Context: an optimization exercise on an open-source flow, tuned for small area, a short achievable clock period and few clock cycles. The choices shown serve that exercise and are no tape-out recipe.
Function was checked by simulation only, so behaviour that the tests miss may differ from the original.
Power figures rest on the tool's default switching activity, not on a simulated workload.

==> design/flow/design.v <==
module HAMMING_IP #(parameter IP_BIT = 8) (
    input  [IP_BIT+4-1:0] IN_code,
    output [IP_BIT-1:0]   OUT_code
);
localparam EC_BIT = IP_BIT + 4;
reg [3:0] syn;
integer p;
always @(*) begin
    syn = 4'd0;
    for (p = 1; p <= EC_BIT; p = p + 1)
        if (IN_code[EC_BIT-p]) syn = syn ^ p[3:0];
end
reg [IP_BIT-1:0] d;
integer q, k;
always @(*) begin
    d = {IP_BIT{1'b0}};
    k = IP_BIT - 1;
    for (q = 3; q <= EC_BIT; q = q + 1)
        if (q != 4 && q != 8) begin
            d[k] = IN_code[EC_BIT-q] ^ (syn == q[3:0]);
            k = k - 1;
        end
end
assign OUT_code = d;
endmodule
module MDC(
    clk,
    rst_n,
    in_valid,
    in_data,
    in_mode,
    out_valid,
    out_data
);
input clk, rst_n, in_valid;
input [8:0] in_mode;
input [14:0] in_data;
output reg out_valid;
output [206:0] out_data;
reg  [3:0]  cnt;        
always @(posedge clk or negedge rst_n) begin
    if (!rst_n)
        cnt <= 4'd0;
    else
        cnt <= in_valid ? cnt + 4'd1 : 4'd0;
end
wire [3:0] k1 = cnt;
wire [10:0] e;
wire [4:0]  md;
HAMMING_IP #(11) dec_data (.IN_code(in_data), .OUT_code(e));
HAMMING_IP #(5)  dec_mode (.IN_code(in_mode), .OUT_code(md));
reg m4, m3;
always @(posedge clk) begin
    if (in_valid && cnt == 4'd0) begin
        m4 <= md[4];             
        m3 <= md[1] & ~md[4];    
    end
end
wire m2 = ~m4 & ~m3;             
reg signed [10:0] sr [1:8];
integer i;
always @(posedge clk) begin
    sr[1] <= e;
    for (i = 2; i <= 8; i = i + 1)
        sr[i] <= sr[i-1];
end
wire [3:0] r0ld = (in_valid && k1[3:2] == 2'd0) ? (4'd1 << k1[1:0]) : 4'd0;
wire [44:0] DET;
wire [10:0] row0 [0:3];
assign row0[0] = DET[10:0];
assign row0[1] = DET[21:11];
assign row0[2] = DET[32:22];
assign row0[3] = DET[43:33];
function [17:0] booth;
    input [10:0] v;
    input        ng;
    reg   [12:0] t;
    integer j;
    begin
        t = {v[10], v, 1'b0};
        for (j = 0; j < 6; j = j + 1)
            booth[3*j +: 3] = {t[2*j+2] ^ ng,
                               t[2*j+1] ^ t[2*j],
                               (t[2*j+2 -: 3] == 3'b011) || (t[2*j+2 -: 3] == 3'b100)};
    end
endfunction
reg p16;
always @(posedge clk or negedge rst_n) begin
    if (!rst_n)
        p16 <= 1'b0;
    else
        p16 <= (k1 == 4'd15) & m4;
end
reg        p16b;
reg  [3:0] k2;
always @(posedge clk or negedge rst_n) begin
    if (!rst_n) begin
        p16b <= 1'b0;
        k2   <= 4'd0;
    end else begin
        p16b <= p16;
        k2   <= k1;
    end
end
wire [3:0] xs0, xs1, xs2;
wire       x0e, x1e, x2e, x0n, x1n, x2n;
wire [11:0] ys0n;
wire [9:0] ys1n;
wire [7:0] ys2n;
wire [4:0] as0n, ds0n;
wire [2:0] as2n;
wire [3:0] as1n, ds2n;
wire [4:0] ds1n;
wire [8:0] dfn;
wire       rot3n, rot0n;
CTL ctl_d (.v(1'b1), .k(k1), .p16(p16), .m4(m4), .m3(m3),
           .xs0(xs0), .xs1(xs1), .xs2(xs2), .x0e(x0e), .x1e(x1e), .x2e(x2e),
           .x0n(x0n), .x1n(x1n), .x2n(x2n), .ys0(ys0n), .ys1(ys1n), .ys2(ys2n),
           .as0(), .ds0(), .as1(), .ds1(), .as2(), .ds2(), .df(), .rot3(), .rot0());
CTL ctl_s (.v(1'b1), .k(k2), .p16(p16b), .m4(m4), .m3(m3),
           .xs0(), .xs1(), .xs2(), .x0e(), .x1e(), .x2e(),
           .x0n(), .x1n(), .x2n(), .ys0(), .ys1(), .ys2(),
           .as0(as0n), .ds0(ds0n), .as1(as1n), .ds1(ds1n), .as2(as2n), .ds2(ds2n),
           .df(dfn), .rot3(rot3n), .rot0(rot0n));
wire [10:0] x0v = xs0[3] ? row0[0] : xs0[2] ? row0[2] : xs0[1] ? sr[4] : xs0[0] ? sr[1] : e;
wire [10:0] x1v = xs1[3] ? row0[3] : xs1[2] ? row0[1] : xs1[1] ? sr[4] : xs1[0] ? sr[1] : e;
wire [10:0] x2v = xs2[3] ? row0[2] : xs2[2] ? row0[1] : e;
reg [17:0] X0, X1, X2;
reg [11:0] ys0;
reg [9:0]  ys1;
reg [7:0]  ys2;
reg [4:0]  as0, ds0;
reg [2:0]  as2;
reg [3:0]  as1, ds2;
reg [4:0]  ds1;
reg [8:0]  dfe;
reg        rot3, rot0;
reg        p16c, cmb;      
always @(posedge clk) begin
    X0  <= x0e ? booth(x0v, x0n) : 18'd0;
    X1  <= x1e ? booth(x1v, x1n) : 18'd0;
    X2  <= x2e ? booth(x2v, x2n) : 18'd0;
    ys0 <= ys0n; ys1 <= ys1n; ys2 <= ys2n;
    as0 <= as0n; ds0 <= ds0n;
    as1 <= as1n; ds1 <= ds1n;
    as2 <= as2n; ds2 <= ds2n;
    dfe <= dfn;
    rot3 <= rot3n;
    rot0 <= rot0n;
    p16c <= p16b;
    cmb  <= p16c;
end
reg done1, done2;
reg ov2, ov3, ov4, ov23;
always @(posedge clk or negedge rst_n) begin
    if (!rst_n) begin
        done1 <= 1'b0;
        done2 <= 1'b0;
        out_valid <= 1'b0;
        ov2 <= 1'b0;
        ov3 <= 1'b0;
        ov4 <= 1'b0;
        ov23 <= 1'b0;
    end else begin
        done1 <= ((k1 == 4'd15) & ~m4) | p16b;
        done2 <= done1;
        out_valid <= done2;
        ov2 <= done2 & m2;
        ov3 <= done2 & m3;
        ov4 <= done2 & m4;
        ov23 <= done2 & ~m4;
    end
end
reg  [206:0] R;
assign DET = {R[101:94], R[152:136], R[206:187]};
reg  [21:0]  P01, P02, P03, P12, P13, P23;
wire [33:0]  POS0 = R[33:0];
wire [33:0]  POS1 = R[186:153];
wire [33:0]  POS2 = R[135:102];
wire [33:0]  POS3 = R[84:51];
function [33:0] sx11;  input [10:0] a; sx11 = {{23{a[10]}}, a}; endfunction
function [33:0] sx22;  input [21:0] a; sx22 = {{12{a[21]}}, a}; endfunction
function [21:0] lo21; input [33:0] a; lo21 = {1'b0, a[20:0]}; endfunction
function [21:0] hi13; input [33:0] a; hi13 = {{9{a[33]}}, a[33:21]}; endfunction
wire [21:0] y0 = ({22{ys0[11]}} & sx11(sr[4])) | ({22{ys0[10]}} & sx11(sr[6])) |
                 ({22{ys0[9]}}  & sx11(sr[7])) | ({22{ys0[8]}}  & sx11(sr[8])) |
                 ({22{ys0[7]}}  & P23)         | ({22{ys0[6]}}  & P03)         |
                 ({22{ys0[5]}}  & P01)         | ({22{ys0[4]}}  & P12)         |
                 ({22{ys0[3]}}  & P13)         | ({22{ys0[2]}}  & lo21(POS0))  |
                 ({22{ys0[1]}}  & lo21(POS1))  | ({22{ys0[0]}}  & lo21(POS2));
wire [21:0] y1 = ({22{ys1[9]}} & sx11(sr[3])) | ({22{ys1[8]}} & sx11(sr[4])) |
                 ({22{ys1[7]}} & sx11(sr[6])) | ({22{ys1[6]}} & sx11(sr[7])) |
                 ({22{ys1[5]}} & P13)         | ({22{ys1[4]}} & P02)         |
                 ({22{ys1[3]}} & P12)         | ({22{ys1[2]}} & hi13(POS0))  |
                 ({22{ys1[1]}} & hi13(POS1))  | ({22{ys1[0]}} & hi13(POS2));
wire [21:0] y2 = ({22{ys2[7]}} & sx11(sr[2])) | ({22{ys2[6]}} & sx11(sr[3])) |
                 ({22{ys2[5]}} & sx11(sr[4])) | ({22{ys2[4]}} & sx11(sr[6])) |
                 ({22{ys2[3]}} & P12)         | ({22{ys2[2]}} & P23)         |
                 ({22{ys2[1]}} & P03)         | ({22{ys2[0]}} & P01);
wire [33:0] s0w, c0w, s1w, c1w, s2w, c2w;
MUL1 #(.YW(22), .AW(34)) mul0 (.X(X0), .y(y0), .s(s0w), .c(c0w));
MUL1 #(.YW(22), .AW(34)) mul1 (.X(X1), .y(y1), .s(s1w), .c(c1w));
MUL1 #(.YW(22), .AW(34)) mul2 (.X(X2), .y(y2), .s(s2w), .c(c2w));
reg [33:0] S0, C0, S1, C1, S2, C2;
always @(posedge clk) begin
    S0 <= s0w; C0 <= c0w;
    S1 <= s1w; C1 <= c1w;
    S2 <= s2w; C2 <= c2w;
end
wire [33:0] a0 = ({34{as0[4]}} & sx22(P01)) | ({34{as0[3]}} & sx22(P02)) |
                 ({34{as0[2]}} & sx22(P03)) | ({34{as0[1]}} & POS1) |
                 ({34{as0[0]}} & DET[33:0]);
wire [33:0] a1 = ({34{as1[3]}} & sx22(P12)) | ({34{as1[2]}} & sx22(P13)) |
                 ({34{as1[1]}} & POS2)      | ({34{as1[0]}} & POS3);
wire [33:0] a2 = ({34{as2[2]}} & sx22(P23)) | ({34{as2[1]}} & POS3) |
                 ({34{as2[0]}} & sx22(P12));
wire [33:0] o0 = a0 + S0 + C0;
wire [33:0] o1 = a1 + S1 + C1;
wire [33:0] o2 = a2 + S2 + C2;
always @(posedge clk) begin
    if (ds0[4])      P01 <= o0[21:0];
    if (ds0[3])      P02 <= o0[21:0];
    else if (ds1[4]) P02 <= o1[21:0];
    if (ds0[2])      P03 <= o0[21:0];
    else if (ds2[3]) P03 <= o2[21:0];
    if (ds1[3])      P12 <= o1[21:0];
    if (ds1[2])      P13 <= o1[21:0];
    else if (ds2[2]) P13 <= o2[21:0];
    if (ds2[1])      P23 <= o2[21:0];
end
reg [206:0] Rn;
reg [44:0]  Dn;
integer m;
always @(*) begin
    Rn = R;
    Dn = DET;
    if (ds0[0])  Dn = {{11{o0[33]}}, o0};
    if (cmb)     Dn = {DET[44:21] + POS3[23:0], DET[20:0]};
    if (r0ld[0]) Dn[10:0]  = e;
    if (r0ld[1]) Dn[21:11] = e;
    if (r0ld[2]) Dn[32:22] = e;
    if (r0ld[3]) Dn[43:33] = e;
    {Rn[101:94], Rn[152:136], Rn[206:187]} = Dn;
    for (m = 0; m < 9; m = m + 1)
        if (dfe[m]) Rn[206-23*m -: 23] = {o2[21], o2[21:0]};
    if (ds0[1])      Rn[33:0] = o0[33:0];
    else if (rot0)   Rn[33:0] = POS1;
    if (ds1[1])      Rn[186:153] = o1;
    if (ds2[0])      Rn[135:102] = o2;
    if (rot3)        Rn[84:51] = POS0;
    else if (ds1[0]) Rn[84:51] = o1;
end
always @(posedge clk) R <= Rn;
wire t3f0 = ov3 & R[186];
wire t3f1 = ov3 & R[135];
wire t3f2 = ov3 & R[84];
wire t3f3 = ov3 & R[33];
wire t4s  = ov4 & DET[44];
wire [206:0] t3 = {3'b000, {17{t3f0}}, 34'b0, {17{t3f1}}, 34'b0,
                   {17{t3f2}}, 34'b0, {17{t3f3}}, 34'b0};
wire [206:0] t4 = {{162{t4s}}, {45{ov4}} & DET};
wire [206:0] ring_bits = {20'b0, {34{1'b1}}, 17'b0, {34{1'b1}}, 17'b0,
                          {34{1'b1}}, 17'b0, {34{1'b1}}};
assign out_data = (ring_bits & {207{ov23}} & R) |
                  (~ring_bits & {207{ov2}} & R) | t3 | t4;
endmodule
module MUL1 #(parameter YW = 22, parameter AW = 34) (
    input  [17:0]   X,
    input  [YW-1:0] y,
    output [AW-1:0] s,
    output [AW-1:0] c
);
wire [AW-1:0] row [0:6];
wire [5:0]    ng;
genvar j;
generate
    for (j = 0; j < 6; j = j + 1) begin : pp
        wire n1 = X[3*j+2], one = X[3*j+1], two = X[3*j];
        wire [YW:0] mg = ({(YW+1){one}} & {y[YW-1], y}) |
                         ({(YW+1){two}} & {y, 1'b0});
        wire [YW:0] mm = mg ^ {(YW+1){n1}};
        assign row[j] = {{(AW-YW-1){1'b0}}, ~mm[YW], mm[YW-1:0]} << (2*j);
        assign ng[j]  = n1;
    end
endgenerate
wire [AW-1:0] K = -(({{(AW-1){1'b0}}, 1'b1} << YW) * 1365);
assign row[6] = K | {ng[5], 1'b0, ng[4], 1'b0, ng[3], 1'b0,
                     ng[2], 1'b0, ng[1], 1'b0, ng[0]};
function [2*AW-1:0] csa;
    input [AW-1:0] a, b, d;
    begin
        csa[AW-1:0]    = a ^ b ^ d;
        csa[2*AW-1:AW] = ((a & b) | (a & d) | (b & d)) << 1;
    end
endfunction
wire [AW-1:0] s1a, c1a, s1b, c1b, s2, c2, s3, c3;
assign {c1a, s1a} = csa(row[0], row[1], row[2]);
assign {c1b, s1b} = csa(row[3], row[4], row[5]);
assign {c2, s2}   = csa(s1a, c1a, s1b);
assign {c3, s3}   = csa(s2, c2, c1b);
assign {c, s}     = csa(s3, c3, row[6]);
endmodule
module CTL (
    input        v, p16, m4, m3,
    input  [3:0] k,
    output [3:0] xs0, xs1, xs2,      
    output       x0e, x1e, x2e,      
    output       x0n, x1n, x2n,      
    output [11:0] ys0,   
    output [9:0] ys1,    
    output [7:0] ys2,    
    output [4:0] as0,    
    output [4:0] ds0,    
    output [3:0] as1,    
    output [4:0] ds1,    
    output [2:0] as2,    
    output [3:0] ds2,    
    output [8:0] df,     
    output       rot3, rot0
);
wire m2 = ~m4 & ~m3;
wire [1:0] r = k[3:2];
wire [1:0] c = k[1:0];
wire pph   = v & ((m4 & r == 2'd1) | (m3 & r == 2'd2));   
wire ring4 = v & m4 & (r == 2'd2);                         
wire ring4x= v & m4 & (k == 4'd12);                        
wire ring3 = v & m3 & (r == 2'd3);                         
wire det4  = (v & m4 & (r == 2'd3) & (c != 2'd0)) | p16;   
wire d2    = v & m2 & (r != 2'd0);                         
wire c0 = c == 2'd0, c1 = c == 2'd1, c2 = c == 2'd2, c3 = c == 2'd3;
wire ringa = ring4 | ring4x | ring3;
assign xs0 = {ring3 & c0, ring3 & c1, ring4x, det4};
assign x0e = pph | (ring4 & ~c0) | ring4x | ring3 | det4;
assign x0n = pph ? c0 : ring4 ? c1 : ring3 ? c1 : det4 ? (~p16 & c[0]) : 1'b0;
assign ys0 = pph   ? {c0, c1, c2, c3, 8'b0} :
             ring4 ? {4'b0, c0, c1, c2, c3, 4'b0} :
             ring4x? {4'b0, 1'b1, 7'b0} :
             ring3 ? {6'b0, c2, c0 | c3, c1, 3'b0} :
             det4  ? {9'b0, ~p16 & ~c3, c3, p16} : 12'b0;
assign as0 = pph   ? {c1, c2, c3, 2'b0} :
             ringa ? {3'b0, ~(c0 & ~ring4x), 1'b0} :
             det4  ? {4'b0, ~(c1 & ~p16)} : 5'b0;
assign ds0 = pph   ? {c0 | c1, c2, c3, 2'b0} :
             ringa ? 5'b00010 :
             det4  ? 5'b00001 : 5'b0;
assign xs1 = {ring3 & c0, ring3 & c3, ring4x, det4};
assign x1e = pph | (ring4 & ~c0) | ring4x | ring3 | det4 | (d2 & ~c3);
assign x1n = pph ? (c0 | c1) : ring4 ? (c1 | c2) : ring3 ? ~c0 :
             ring4x ? 1'b0 : det4 ? (~p16 & c[0]) : 1'b1;
assign ys1 = pph   ? {c0, c1, c2, c3, 6'b0} :
             (ring4 | ring4x) ? {4'b0, c0 | c2, c1 | c3, 4'b0} :
             ring3 ? {4'b0, c2, c1 | c3, c0, 3'b0} :
             det4  ? {7'b0, ~p16 & ~c3, c3, p16} :
             d2    ? 10'b0100000000 : 10'b0;
assign as1 = pph   ? {c2, c3, 2'b0} :
             ringa ? {2'b0, ~(c0 & ~ring4x), 1'b0} :
             det4  ? {3'b0, ~(c1 & ~p16)} : 4'b0;
assign ds1 = pph   ? {c0, c1 | c2, c3, 2'b0} :
             ringa ? 5'b00010 :
             det4  ? 5'b00001 :
             (d2 & ~c3) ? 5'b01000 : 5'b0;
assign xs2 = {ring3 & c2, ring3 & c3, 2'b0};
assign x2e = pph | ring4 | ring3 | (d2 & ~c0);
assign x2n = pph ? ~c3 : ring4 ? c2 : 1'b0;
assign ys2 = pph   ? {c0, c1, c2, c3, 4'b0} :
             ring4 ? {4'b0, c0, c1, c2, c3} :
             ring3 ? {4'b0, c0, c1 | c3, 1'b0, c2} :
             d2    ? 8'b00010000 : 8'b0;
assign as2 = pph   ? {c3, 2'b0} :
             (ring4 | ring3) ? {1'b0, ~(c0 | c1), 1'b0} :
             ring4x ? 3'b010 :
             d2    ? 3'b001 : 3'b0;
assign ds2 = pph   ? {c0, c1, c2 | c3, 1'b0} :
             ringa ? 4'b0001 : 4'b0;
assign df  = (d2 & ~c0) ? (9'd1 << (3 * (r - 2'd1) + (c - 2'd1))) : 9'b0;
assign rot3 = ringa;
assign rot0 = 1'b0;
endmodule
==> design/flow/flow/run.sh <==
#!/bin/bash
# The standard layout (the standard.sh, standard synthesis), with timing
# repair aiming at a setup slack of 8.7 ns on the 13.5 ns clock. The clock
# period and all constraints are unchanged.
set -euo pipefail
bash standard.sh SETUP_SLACK_MARGIN=8.7 finish > standard_flow.log 2>&1
==> design/flow/standard.sh <==
#!/bin/bash
# synth_recipe.tcl (not shown) runs the flow's synth.tcl, then flattens the netlist and writes it again
# the make line also repeats each setting of config.mk as NAME=value (left out here)
make -C /OpenROAD-flow-scripts/flow DESIGN_CONFIG=/design/flow/config.mk WORK_HOME=/design/flow/orfs CLKGATE_MAP_FILE= SYNTH_SCRIPT=/design/flow/synth_recipe.tcl "${@:-finish}"
==> design/flow/config.mk <==
export PLATFORM = sky130hd
export DESIGN_NAME = MDC
export DESIGN_NICKNAME = MDC
export VERILOG_FILES = /design/flow/design.v
export SDC_FILE = /design/flow/constraint.sdc
export NUM_CORES = 4
export LEC_CHECK = 0
export CAP_MARGIN = 50
export CORE_MARGIN = 2
export CORE_UTILIZATION = 40
export SLEW_MARGIN = 70
==> design/flow/constraint.sdc <==
create_clock -name core_clock -period 13.5 [get_ports {clk}]
set_input_delay 2.7000 -clock core_clock [delete_from_list [all_inputs] [get_ports {clk}]]
set_output_delay 2.7000 -clock core_clock [all_outputs]
set_load 0.01 [all_outputs]
==> metrics list, run 1 <==
- For the worst setup path, the data arrival time is 2.36 ns.
- Bufs and invs on worst path: 4
- Root Driver: sky130_fd_sc_hd__clkbuf_16
- Growth of design area from synthesis to finish: 29.73%
* Adder and majority cell fraction of the synthesized area: 19.99%
- Across all hold checks on the routed design, the worst slack comes to 0.3155 ns.
- The detail route stage leaves a number of antenna-violating nets equal to 0.
- Dividing the detail-routed via count by the number of cells gives 6.474.
- Post-layout net count: 7029
- Final clock period utilization by the worst path: 37.44%
- Of all cell types, the one taking the most synthesized area is sky130_fd_sc_hd__edfxtp_1.
- The number of pins with negative max-slew slack in the final report came to 0.
* Initial Util: 40.36%
- Wire length of the first global-routing pass: 397200 um
* Fraction of final layout cells sized beyond drive strength 1: 24.69%
* Synth Instances: 5748
* Placeable core area: 135800 um^2
* Width of the chip: 374.2 um
- The library cell used most frequently in the layout, excluding fill and tap cells, is sky130_fd_sc_hd__nand2_1.
- Most frequent cells in the layout: sky130_fd_sc_hd__nand2_1 (557), sky130_fd_sc_hd__inv_1 (552), sky130_fd_sc_hd__a22oi_1 (523)
- The final route contains 53170 vias.
* Post-detailed-placement half-perimeter wirelength: 212500 um
- Number of levels in the clock H-tree: 3
- The first detailed-routing pass ran for 13 iterations.
* Logic gate share of total power: 35.8%
- Synthesis warning total: 5
* Combinational family with the most area after synthesis: adder cells
- Per-cell routed wire length: 35.63 um
* Xor/xnor cell area share of the yosys netlist: 9.540%
* Cell at the slowest stage of the critical path: sky130_fd_sc_hd__dfrtp_4
* Clk slew on worst S/H paths: 0.06 ns
- The synthesized netlist occupies a cell area of 54810 um^2.
- Setup repair after global routing could not meet its margin everywhere.
- Based on the critical path, the design can be clocked at up to 197.8 MHz.
- The min-delay analysis places its worst path in the category reg2reg.
- Crit. End Element: output port
- Startpoint types: flip-flop
- Multiplexer area fraction after synthesis: 1.180%
- Cell-by-cell trace of the critical path: and2_4 > buf_4 > a21oi_4 > buf_6 > buf_6 > nand2_1 > buf_6
* Max-slew headroom: 61.83%
- Clock insertion delay at the later pin of the skew report: 0.74 ns
- The clock network burns 30.9% of the power.
- STA puts the critical path data required time at 10.80 ns.
- Number of hold violations in the final report: 0
- Row generation in the floorplan step produced 135 rows.
- In this run switching power makes up 38.01% of total power.
* Maximum count of clock buffers along a single path: 3
- The largest single stage delay on the critical path is 0.59 ns.
* Cell repeated most along the worst path: sky130_fd_sc_hd__buf_6
- In this run the power spent charging and discharging nets is 3.179 mW.
- Port Buffers: 234
- Largest cells by area after synthesis: sky130_fd_sc_hd__edfxtp_1 (19%), sky130_fd_sc_hd__dfxtp_1 (14%), sky130_fd_sc_hd__fa_1 (13%), sky130_fd_sc_hd__a22oi_1 (7.3%), sky130_fd_sc_hd__ha_1 (7.3%)
- Number of enable flip-flop cells after synthesis: 339
- Power density over the cells: 117.6 nW/um^2
* Largest delay contributor family on the critical path: flip-flops
- Status: no timing/DRC/antenna violations
- Setup violations remaining at the end of the flow were counted as 0.
* Slew at the pin closest to its max-slew limit: 0.5726 ns
- Global-route total usage across every layer: 40.35%
- After synthesis, the mean cell area works out to 9.535 um^2.
* Share of power burned in registers: 33.3%
* Iter 0 DRT Violations: 8750
- The smallest clock period supported by the final layout is computed as 5.055 ns.
* I/O pin count: 235
- Type of the worst setup path: reg2out
- CTS Buf Count: 88
- The floorplan step defined a die boundary enclosing 140000 um^2.
* Count of state elements after synthesis: 736
* Final total negative setup slack: 0 ns
- The synthesized netlist devotes 9.666% of its cell area to simple gates.
* Top cell type's share of synthesized area: 18.57%
- The number of nets in the synthesized netlist is 6442.
- The synthesized netlist devotes 19.58% of its cell area to compound gates.
* Routability cong.: 1.062
- Counting every sink on the clock net gives 736.
- Gr ovfl total: 0
- Cell internal power was estimated by the tool at 5.184 mW.
- Die boundary height: 374.2 um
- Number of antenna violations at the first check in global routing: 34
* Vias in the first global route: 49690
* Maximum fanout along the worst path: 6
* Proportion of synthesized chip area in sequential cells: 33.23%
- Entering global routing, the biggest net connects 51 pins.
- Total wirelength of the detailed-routed design: 292600 um
- The worst register-to-register path has a setup slack of 8.73 ns.
- TritonCTS built the clock tree.
- DRC Markers: 0
- VDD sags by at most 91.49 uV.
* Max cap viols: 0
* Clock tree skew after final layout: 0.04894 ns
* Leak pwr: 31.29 nW
- Most used DFF post-synth: sky130_fd_sc_hd__dfxtp_1
- FFs w/ async S/R, synth: 2.310%
- Post-synth cell types: 85
## metrics by stage
stage	instance area, um^2	worst slack (ns)	std cells	total power [mW]	util (%)
5_1_grt	71060	8.455	8195	8.563	52.33
3_3_place_gp	59350	7.077	7502	5.134	43.70
4_1_cts	68530	8.477	8076	8.024	50.47
2_1_floorplan	55000	8.364	5748	4.174	-
3_5_place_dp	62980	7.061	7761	5.332	46.38
6_report	71100	8.445	8212	8.363	52.36
## kinds of logic after synthesis
kind of cell / after synthesis
buf+inv: 992
compound gates: 1488
xor+xnor: 586
fa+ha+maj: 667
flops: 736
simple gates: 1218
mux: 61
## synthesized netlist by cell type (all sizes together) (26+ instances only)
master	n
o21ai	199
nor2	217
clkbuf	364
a21o	106
a211oi	36
nor2b	37
nand4	47
a222oi	54
xnor2	414
mux2i	32
xor2	170
nor3	40
nand2	691
o22ai	29
a21oi	170
a22o	100
nand2b	26
inv	571
mux2	29
nand3	58
ha	319
dfxtp	380
fa	348
buf	55
edfxtp	339
a22oi	534
a221oi	83
## cell type report
| type | instances | area [um^2] |
|---|---|---|
| Multi-Input combinational cell | 4023 | 36220 |
| Clock inverter | 52 | 571.8 |
| Tap cell | 1781 | 2228 |
| Sequential cell | 736 | 18370 |
| Timing Repair Buffer | 913 | 9036 |
| Antenna cell | 23 | 57.56 |
| Inverter | 573 | 2168 |
| Fill cell | 12180 | 64700 |
| Clock buffer | 111 | 2454 |
## registers in the layout (all words and copies together) (netlist names), 9 cells and up
| name | flops |
|---|---|
| S2 | 33 |
| P02 | 22 |
| X1 | 17 |
| P01 | 22 |
| sr | 88 |
| X2 | 17 |
| S1 | 33 |
| C2 | 31 |
| R | 205 |
| ys0 | 9 |
| X0 | 17 |
| dfe | 9 |
| P12 | 22 |
| S0 | 33 |
| P13 | 22 |
| C0 | 31 |
| P03 | 22 |
| C1 | 31 |
| P23 | 22 |
## metal layers
layer  GRT usage (%)  up-vias  share of wire, %
li1                -    21280                 -
met1           51.21    26190                37
met2           55.46     4536                40
met3           17.55     1140                15
met4           25.30       24               8.1
met5           3.636        -              0.32
## power by group through the flow
stage,logic (mW),clock network [mW],registers [mW]
floorplan,1.45,0,2.72
global placement,2.29,0,2.85
detailed placement,2.52,0,2.81
CTS,2.69,2.57,2.77
global route,3.12,2.66,2.79
finish,2.99,2.59,2.78
## worst reg2reg max path: stages, from the launching register on
cell,delay [ns]
sky130_fd_sc_hd__dfxtp_4,0.37
sky130_fd_sc_hd__buf_12,0.17
sky130_fd_sc_hd__buf_16,0.17
sky130_fd_sc_hd__a222oi_1,0.44
sky130_fd_sc_hd__nand2_2,0.25
sky130_fd_sc_hd__fa_1,0.65
sky130_fd_sc_hd__ha_4,0.24
sky130_fd_sc_hd__a211oi_4,0.25
sky130_fd_sc_hd__o21bai_1,0.11
sky130_fd_sc_hd__a221oi_2,0.26
sky130_fd_sc_hd__and3_4,0.27
sky130_fd_sc_hd__o21ai_4,0.11
sky130_fd_sc_hd__a211oi_4,0.47
sky130_fd_sc_hd__xnor2_2,0.17
sky130_fd_sc_hd__o21ai_2,0.21
sky130_fd_sc_hd__buf_6,0.16
sky130_fd_sc_hd__a21oi_1,0.05
sky130_fd_sc_hd__o31ai_1,0.26
## path summary, 6_finish.rpt
check / startpoint / end / cells past startpoint
max in group asynchronous: rst_n / cnt[3]$_DFF_PN0_ / 2
min in group asynchronous: rst_n / out_valid$_DFF_PN0_ / 2
worst min-delay path: sr[5][7]$_DFF_P_ / sr[6][7]$_DFF_P_ / 0
worst max-delay path: ov4$_DFF_PN0_ / out_data[101] / 7
worst max register to register: as0[1]$_SDFF_PP0_ / R[151]$_DFFE_PP_ / 17
worst min register to register: sr[5][7]$_DFF_P_ / sr[6][7]$_DFF_P_ / 0
## what timing repair did
| item | in CTS | in global routing |
|---|---|---|
| endpoints found under the setup margin | 384 | 318 |
| gates resized for setup | 938 | 439 |
| setup buffers | 127 | 81 |
| hold buffers | 0 | 0 |
| pin swaps | 71 | 150 |
| gates cloned | 25 | 9 |
Testbench counts, summed over its fixed seeds: cycles 47,252.
==> inputs of run 2 (changes only) <==
==> design/flow/flow/run.sh (replaced) <==
#!/bin/bash
# The standard layout (the standard.sh, standard synthesis), with timing
# repair aiming at a setup slack of 9.0 ns on the 13.5 ns clock. The clock
# period and all constraints are unchanged.
set -euo pipefail
bash standard.sh SETUP_SLACK_MARGIN=9.0 finish > standard_flow.log 2>&1
--- a/design/flow/config.mk
+++ b/design/flow/config.mk
@@ -6,6 +6,6 @@
 export NUM_CORES = 4
 export LEC_CHECK = 0
-export CAP_MARGIN = 50
+export CAP_MARGIN = 60
 export CORE_MARGIN = 2
 export CORE_UTILIZATION = 40
-export SLEW_MARGIN = 70
+export SLEW_MARGIN = 80
==> metrics list, run 2 <==
* Hold slack final: 0.3287 ns (+0.01314 ns)
- Iter 0 DRT Violations: 10450 (+19%)
- The cell count after placement came to 8214 (+5.8%).
- The worst reg2reg path depth is 24 (+7).
* Core Rows: 135 (unchanged)
* Full die area: 140000 um^2 (unchanged)
- Residual antenna-violating net count after detailed routing: 0 (unchanged)
- Post-synth cell types: 85 (unchanged)
- STA classifies the critical path endpoint as an output port.
- Largest registers: R (205), sr (88)
- The largest net degree at the start of global routing is 39 (-24%).
- The wire length of the first global-routing pass is 410600 um (+3.4%).
* Max-slew headroom: 64.56% (+2.7 points)
* Clock tree skew after final layout: 0.06381 ns (+0.01487 ns)
- The number of search-and-repair iterations in the first detailed-routing pass is 15 (+2).
- The number of nets produced by synthesis is 6442 (unchanged).
- The chip width was 374.2 um (unchanged).
* Number of antenna violations at the first check in global routing: 25 (-26%)
* Worst Path Required: 10.80 ns (about the same)
- Per-cell routed wire length: 34.07 um (-4.4%)
* Status: no timing/DRC/antenna violations
- R holds more flip-flops than any other register.
- The worst ir drop on vdd was 104.5 uV (+14%).
- Leak pwr: 36.07 nW (+15%)
* Average footprint of a synthesized cell: 9.535 um^2 (unchanged)
- Capture endpoint of the worst hold path: sr[6][2]$_DFF_P_
* Depth of the worst hold-timing path: 0 (unchanged)
- The initial core utilization was 40.36% (unchanged).
- The setup slack of the worst register-to-register path came to 8.38 ns (-0.35 ns).
- Most used DFF post-synth: sky130_fd_sc_hd__dfxtp_1
- Cell repeated most along the worst path: sky130_fd_sc_hd__buf_12
* Number of setup violations in the final report: 0 (unchanged)
- Placeable core area: 135800 um^2 (unchanged)
- The endpoint identified for the worst register-to-register timing path is R[148]$_DFFE_PP_.
- CTS Buf Count: 86 (-2.3%)
* Synthesis warning total: 5 (unchanged)
- Cell at the slowest stage of the critical path: sky130_fd_sc_hd__dfrtp_2
* Number of levels in the clock H-tree: 3 (unchanged)
- Type of the worst setup path: reg2out
- DRC Markers: 0 (unchanged)
* Via count: 58400 (+9.8%)
- Launching point of the worst reg2reg path: ds1[2]$_SDFF_PN0_
* Total wirelength of the detailed-routed design: 307700 um (+5.2%)
* Gr ovfl total: 0 (unchanged)
- Port Buffers: 234 (unchanged)
* Routability cong.: 1.093 (+2.9%)
- Startpoint types: flip-flop
* Most common library cells after synthesis: sky130_fd_sc_hd__nand2_1 (691), sky130_fd_sc_hd__inv_1 (568), sky130_fd_sc_hd__a22oi_1 (534), sky130_fd_sc_hd__xnor2_1 (408), sky130_fd_sc_hd__dfxtp_1 (380)
- The proportion of synthesized flip-flops having asynchronous set or reset came to 2.310% (unchanged).
* I/O pin count: 235 (unchanged)
- Most frequent cells in the layout: sky130_fd_sc_hd__inv_1 (517), sky130_fd_sc_hd__buf_6 (485), sky130_fd_sc_hd__a22oi_1 (461)
* Post-Layout Cell Count: 9032 (+10%)
- The height of the die came to 374.2 um (unchanged).
- The share of layout cells above drive strength 1 is 40.85% (+16 points).
* Most common library cell in the layout ignoring fill and taps: sky130_fd_sc_hd__inv_1
- The post-detailed-placement cell area came to 68280 um^2 (+8.4%).
* Startpoint of the worst hold path: sr[5][2]$_DFF_P_
- Num Clock Sinks: 736 (unchanged)
* Proportion of synthesized chip area in sequential cells: 33.23% (unchanged)
* Number of enable flip-flop cells after synthesis: 339 (unchanged)
- The actual slew at the worst max-slew pin is 0.5316 ns (-0.04097 ns).
* Cell-by-cell trace of the critical path: buf_12 > buf_16 > buf_16 > nand2_8 > buf_12 > buf_12 > buf_12 > buf_12 > buf_16 > buf_12 > nand2_4 > buf_6
- Top cell type's share of synthesized area: 18.57% (unchanged)
- The final critical path time including I/O delays and setup came to 5.215 ns (+0.1598 ns).
- Post-layout net count: 7858 (+12%)
- Via density: 6.466 (-0.13%)
- The arrival time at the worst endpoint was 2.51 ns (+0.15 ns).
* Final clock period utilization by the worst path: 38.63% (+1.2 points)
- Vias in the first global route: 54890 (+10%)
- The number of failing hold endpoints at the final stage is 0 (unchanged).
- The final setup TNS is 0 ns (unchanged).
- Highest clock frequency the design can meet: 191.8 MHz (-3.1%)
- In the post-synthesis netlist, the cell with the most instances is sky130_fd_sc_hd__nand2_1.
- The number of buffers between clock root and the deepest sink came to 3 (unchanged).
- Power after layout: 9.494 mW (+14%)
- TritonCTS built the clock tree.
- The power density over the cells came to 112.7 nW/um^2 (-4.2%).
- The count of state elements after synthesis is 736 (unchanged).
* Max FFs per register: 205 (unchanged)
- CTS placed an instance of sky130_fd_sc_hd__clkbuf_16 at the clock tree root.
* Post-detailed-placement half-perimeter wirelength: 217000 um (+2.1%)
* Number of buffers added to fix hold violations after cts: 0 (unchanged)
- The largest fanout on the critical path came to 5 (-1).
- Max cap viols: 0 (unchanged)
* Max-slew violation count: 0 (unchanged)
* Clk slew on worst S/H paths: 0.07 ns (about the same)
- CP peak stage delay: 0.41 ns (-0.18 ns)
* Non-Filler Cell Area, Final: 84250 um^2 (+18%)
- Largest area contributor in the synthesized netlist: sky130_fd_sc_hd__edfxtp_1
- Post-synthesis cell area: 54810 um^2 (unchanged)
- Ranked by total cell area, the synthesized netlist is headed by sky130_fd_sc_hd__edfxtp_1 (19%), sky130_fd_sc_hd__dfxtp_1 (14%), sky130_fd_sc_hd__fa_1 (13%), sky130_fd_sc_hd__a22oi_1 (7.3%), sky130_fd_sc_hd__ha_1 (7.3%).
* Growth of design area from synthesis to finish: 53.71%
* Global-route total usage across every layer: 41.04% (+0.69 points)
- The source-to-sink clock delay at the later pin of the worst-skew pair is 0.74 ns (about the same).
- RSZ-0062 raised after global routing: yes
- In this run the worst hold path is classified as reg2reg.
- Synth Instances: 5748 (unchanged)
## run 2: cell counts after synthesis
Identical to the previous run, type by type.
## run 2: power by group
part           internal [mW]  switching [mW]  total [mW]
clock network           1.39            1.08        2.48
logic                   1.85            2.39        4.24
registers               2.58           0.192        2.78
total                   5.83            3.66        9.49
## run 2: logic make-up after synthesis
| logic type | count (synthesis) | share of synthesized area (%) |
|---|---|---|
| AO/OA/AOI/OAI | 1488 | 19.58 |
| XOR/XNOR | 586 | 9.540 |
| adder cells (fa/ha/maj) | 667 | 19.99 |
| buffers and inverters | 992 | 6.810 |
| flip-flops | 736 | 33.23 |
| multiplexers | 61 | 1.180 |
| AND/OR/NAND/NOR | 1218 | 9.666 |
## run 2: timing repair
item / in CTS / in global routing
hold endpoints to repair: 0 / 0
endpoints found under the setup margin: 583 / 547
resized for setup: 1726 / 1048
pin swaps: 349 / 372
buffers inserted: 306 / 224
gates cloned: 28 / 8
## run 2: worst max path at each step
stage,startpoint,to,slack [ns],depth (start not counted)
2_1_floorplan,in_data[6],X1[9]$_SDFF_PN0_,8.37,13
3_3_place_gp,ds1[2]$_SDFF_PN0_,R[97]$_DFFE_PP_,6.86,16
3_5_place_dp,in_data[6],X0[10]$_SDFF_PN0_,6.81,17
4_1_cts,ov4$_DFF_PN0_,out_data[138],8.35,10
5_1_grt,ov4$_DFF_PN0_,out_data[101],8.28,10
6_report,ov4$_DFF_PN0_,out_data[129],8.29,12
## run 2: final cells by class
type / count / area (um^2)
Fill cell: 10550 / 51560
Multi-Input combinational cell: 4020 / 40960
Sequential cell: 736 / 18420
Timing Repair Buffer: 1747 / 17500
Clock buffer: 120 / 2424
Inverter: 573 / 2255
Tap cell: 1781 / 2228
Clock inverter: 40 / 417.9
Antenna cell: 15 / 37.54
## run 2: worst max-delay path: cells and delay by family (launching register included)
kind	cells	cell delay [ns]
buf+inv	10	1.26
flops	1	0.41
simple gates	2	0.12
## run 2: per-stage QoR
step                      setup WS, ns  utilization, %
after floorplan                  8.367               -
after detailed placement         6.814           50.28
after global routing             8.278           62.01
final                            8.285           62.03
after CTS                        8.347           57.08
after global placement           6.862           43.64
## run 2: routing by layer
| layer | wire [um] | global-route usage, % |
|---|---|---|
| met3 | 51470 | 21.60 |
| met1 | 104400 | 49.27 |
| met2 | 120300 | 55.62 |
| met5 | 1448 | 2.333 |
| met4 | 30050 | 28.83 |

[afterwards: timing with drivers on the ports]
The flow's constraints put no driver on any port. The routed layouts listed below were extracted and timed again, unchanged, in two steps.
Step 1 (the two cells are an assumption about what drives the block):
set clk [get_ports {clk}]
set_driving_cell -lib_cell sky130_fd_sc_hd__clkbuf_16 $clk
set_driving_cell -lib_cell sky130_fd_sc_hd__buf_2 [delete_from_list [all_inputs] $clk]
Step 2 times the ports against the registers' clock, not the clock port: input delays grow and output delays shrink by t, the midpoint of the rising clock arrivals with the driver on.
Slacks: no drivers / after step 1 / after step 2; pairs: no drivers / after step 1.
| run | shift t [ns] | slack for setup (ns) | worst register clock-pin slew, ns | worst slew at a driven data input, ns | cell pins on the clock port's net |
|---|---|---|---|---|---|
| run 1 | 0.794 | 8.445 / 8.362 / 7.750 | 0.07 / 0.07 | 0.13 | 1 |
| run 2 | 0.792 | 8.285 / 8.199 / 7.684 | 0.07 / 0.07 | 0.16 | 1 |
After both steps every run listed still meets setup and hold. The setup slack of run 1, which loses most, moves by -0.083 ns with the drivers and by -0.695 ns with both steps.
